This is an optimization exercise on Yosys and OpenROAD, whose aim is small area, a short achievable clock period and few clock cycles, not a production implementation. In this exercise RTL edits were held to simulation tests only and were not proved equivalent to the original.

## the baseline
Design algo_3_final, start of the top module:
module algo_3_final (
    input  wire        clk,
    input  wire        reset,       
    input  wire        trigger,     
    input  wire        pix_valid,
    input  wire [7:0]  pix_data,
    output wire        pix_ready,
    input  wire [10:0] data_ram_i,
    output wire [10:0] data_ram_o,
    output wire [10:0] addr_ram,
    output wire        we,
    input  wire [13:0] data_ram_energia_i,
    output wire [13:0] data_ram_energia_o,
    output wire [10:0] addr_ram_energia,
    input  wire [5:0]  data_ram_cantidad_i,
    output wire [5:0]  data_ram_cantidad_o,
    output wire [10:0] addr_ram_cantidad,
    output wire        fin_signal
);
export LEC_CHECK = 0
export ABC_AREA = 1
export CAP_MARGIN = 20
export CORE_MARGIN = 2
export CORE_UTILIZATION = 40
export SETUP_SLACK_MARGIN = 3.0
export SLEW_MARGIN = 20
create_clock -name core_clock -period 5.5 [get_ports {clk}]
run.sh (not shown) runs the stock make flow with config.mk's settings and CLKGATE_MAP_FILE= SYNTH_SCRIPT=/design/flow/synth_recipe.tcl, a recipe that flattens the netlist after the stock synthesis.
Testbench counts of the baseline, summed over its fixed seeds: cycles 173,018.
What the candidate does differently from the baseline at the input level:
-- flow/design.v --
<<< the baseline, line 23
  function [6:0] step7(input [6:0] x);
    step7 = {x[5:0], x[6] ^ x[5]};
  endfunction
  function gt11(input [10:0] a, input [10:0] b);
>>> the candidate, line 23
  function [6:0] step7(input [6:0] x);
    step7 = {x[5:0], x[6] ^ x[5]};
  endfunction
  function [12:0] step13(input [12:0] x);
    step13 = {x[11:0], x[12] ^ x[3] ^ x[2] ^ x[0]};
  endfunction
  function gt11(input [10:0] a, input [10:0] b);
<<< the baseline, line 55
    end
  endfunction
  localparam [6:0]  COL95  = after7(94);         
  localparam [6:0]  COL96  = after7(95);
  localparam [6:0]  COL97  = after7(96);
  localparam [6:0]  RINGE  = after7(RING - 1);   
  localparam [6:0]  WPTRE  = after7(DLY - 1);    
  localparam [6:0]  ROWL   = after7(PIXELS / 97 - 1);   
  reg  restart;
  always @(posedge clk) restart <= !reset || trigger;
  reg        fin, rdy, we_r;
  reg [6:0]  row;         
  reg        last1;       
  reg        done;        
  reg [7:0]  vb;          
  reg        vb_valid;
>>> the candidate, line 58
    end
  endfunction
  function [12:0] after13(input integer n);
    integer k;
    begin
      after13 = 13'd1;
      for (k = 0; k < n; k = k + 1) after13 = step13(after13);
    end
  endfunction
  localparam [6:0]  COL95  = after7(94);         
  localparam [6:0]  COL97  = after7(96);
  localparam [6:0]  RINGE  = after7(RING - 1);   
  localparam [6:0]  WPTRE  = after7(DLY - 1);    
  localparam [12:0] REM1   = after13(PIXELS - 1);  
  reg  restart;
  always @(posedge clk) restart <= !reset || trigger;
  reg        fin, rdy, we_r;
  reg [12:0] rem;         
  reg        open;        
  reg [7:0]  vb;          
  reg        vb_valid;
<<< the baseline, line 143
  wire [11:0] cf_n  = cfinc ? cf_p1 : cf;
  wire        cfd_n = cf[11] | (&cf[10:0] & cfinc);    
  wire        fin_n = fin | (done && can && cfd_n);
  wire        we_n  = !fin_n && (st_n != 2'd1);
  wire        lab_n = p_new | p_rmw;              
>>> the candidate, line 151
  wire [11:0] cf_n  = cfinc ? cf_p1 : cf;
  wire        cfd_n = cf[11] | (&cf[10:0] & cfinc);    
  wire        fin_n = fin | (!open && !vb_valid && can && cfd_n);
  wire        we_n  = !fin_n && (st_n != 2'd1);
  wire        lab_n = p_new | p_rmw;              
<<< the baseline, line 149
  wire        fwr_n = (proc & !op_rmw) | (st == 2'd1);
  wire        vbv_n = accept | (vb_valid & !proc);
  wire        last1_n = last1 | (proc && row == ROWL && col == COL96);
  wire        done_n  = done | (proc && last1);
  wire        open_n  = !(done_n || (last1_n && vbv_n));
  wire        clr_n = we_n & !lab_n & !lbr_n & (st_n != 2'd2) & !cfd_n;
  always @(posedge clk) begin
    if (restart) begin
      fin <= 1'b0; rdy <= 1'b1;
      row <= 7'd1; last1 <= 1'b0; done <= 1'b0;
      vb_valid <= 1'b0;
      st <= 2'd0; fwr <= 1'b0; clr <= 1'b0;
>>> the candidate, line 157
  wire        fwr_n = (proc & !op_rmw) | (st == 2'd1);
  wire        vbv_n = accept | (vb_valid & !proc);
  wire        open_n = open & !(accept & (rem == REM1));
  wire        clr_n = we_n & !lab_n & !lbr_n & (st_n != 2'd2) & !cfd_n;
  always @(posedge clk) begin
    if (restart) begin
      fin <= 1'b0; rdy <= 1'b1;
      rem <= 13'd1; open <= 1'b1;
      vb_valid <= 1'b0;
      st <= 2'd0; fwr <= 1'b0; clr <= 1'b0;
<<< the baseline, line 167
      nxt <= 11'd1; wrapped <= 1'b0; cf <= 12'd1;
    end else begin
      vb_valid <= vbv_n;
      last1    <= last1_n;
      done     <= done_n;
      rdy      <= open_n && (!vbv_n || st_n == 2'd0 || st_n == 2'd3);
      fin      <= fin_n;
>>> the candidate, line 173
      nxt <= 11'd1; wrapped <= 1'b0; cf <= 12'd1;
    end else begin
      if (accept) rem <= step13(rem);
      vb_valid <= vbv_n;
      open     <= open_n;
      rdy      <= open_n && (!vbv_n || st_n == 2'd0 || st_n == 2'd3);
      fin      <= fin_n;
<<< the baseline, line 198
        M3 <= m3n; M3z <= m3z;
        col  <= (col == COL97) ? 7'd1 : step7(col);
        if (col == COL97) row <= step7(row);
        mL   <= (col == COL97);
        mURn <= (col == COL95);
>>> the candidate, line 204
        M3 <= m3n; M3z <= m3z;
        col  <= (col == COL97) ? 7'd1 : step7(col);
        mL   <= (col == COL97);
        mURn <= (col == COL95);
==> run notes <==
The baseline gets by with fewer registers than the candidate.
The candidate vs the baseline — final-layout clock buffer total rose about 6%.
Floorplan core area of the baseline is on par with the candidate.
Looking only at simple-gate share of the synthesized area, and setting everything else aside, the lower value of the baseline and the candidate goes to the candidate.
Higher non-clock inverter count in the final layout goes to the candidate over the baseline.
Count of clock tree sinks: the candidate > the baseline
Between the baseline and the candidate, the difference in core utilization is negligible.
Final-layout fill cell count for the candidate: 0.78% up relative to the baseline
Diff the baseline -> the candidate | count of placed standard cells in the final layout, fillers left out | increase of 28
On clock skew, the baseline and the candidate are neck and neck.
In the candidate, global-route usage is lower than in the baseline.
Mux contribution to synthesized area essentially unchanged between the candidate and the baseline.
Synthesized area for the candidate: 110 µm² up relative to the baseline
Synthesized instance count in the candidate is 24 above the baseline.
Testbench counts of the candidate, summed over its fixed seeds: cycles 173,018.

-- separate check: timing with driven ports --
No port has a modelled driver above. Below, the same layouts with a new extraction and two added sets of constraints. Step 1 (the two cells are an assumption about what drives the block):
set clk [get_ports {clk}]
set_driving_cell -lib_cell sky130_fd_sc_hd__clkbuf_16 $clk
set_driving_cell -lib_cell sky130_fd_sc_hd__buf_2 [delete_from_list [all_inputs] $clk]
Step 2 times the ports against the registers' clock, not the clock port: input delays grow and output delays shrink by t, the midpoint of the rising clock arrivals with the driver on. Three values: ideal ports, drivers, drivers and shift; two values: the first two.
run | t (ns) | setup slack, ns | latest minus earliest clock arrival (ns) | slew at the worst register clock pin (ns) | cell pins on the clock port's net
the baseline | 0.586 | 3.061 / 3.010 / 2.516 | 0.012 / 0.012 | 0.06 / 0.06 | 1
the candidate | 0.571 | 3.057 / 3.007 / 2.527 | 0.009 / 0.009 | 0.06 / 0.06 | 1
After both steps setup and hold are still met in every run listed. The setup slack of the baseline, which loses most, moves by -0.051 ns with the drivers and by -0.545 ns with both steps.
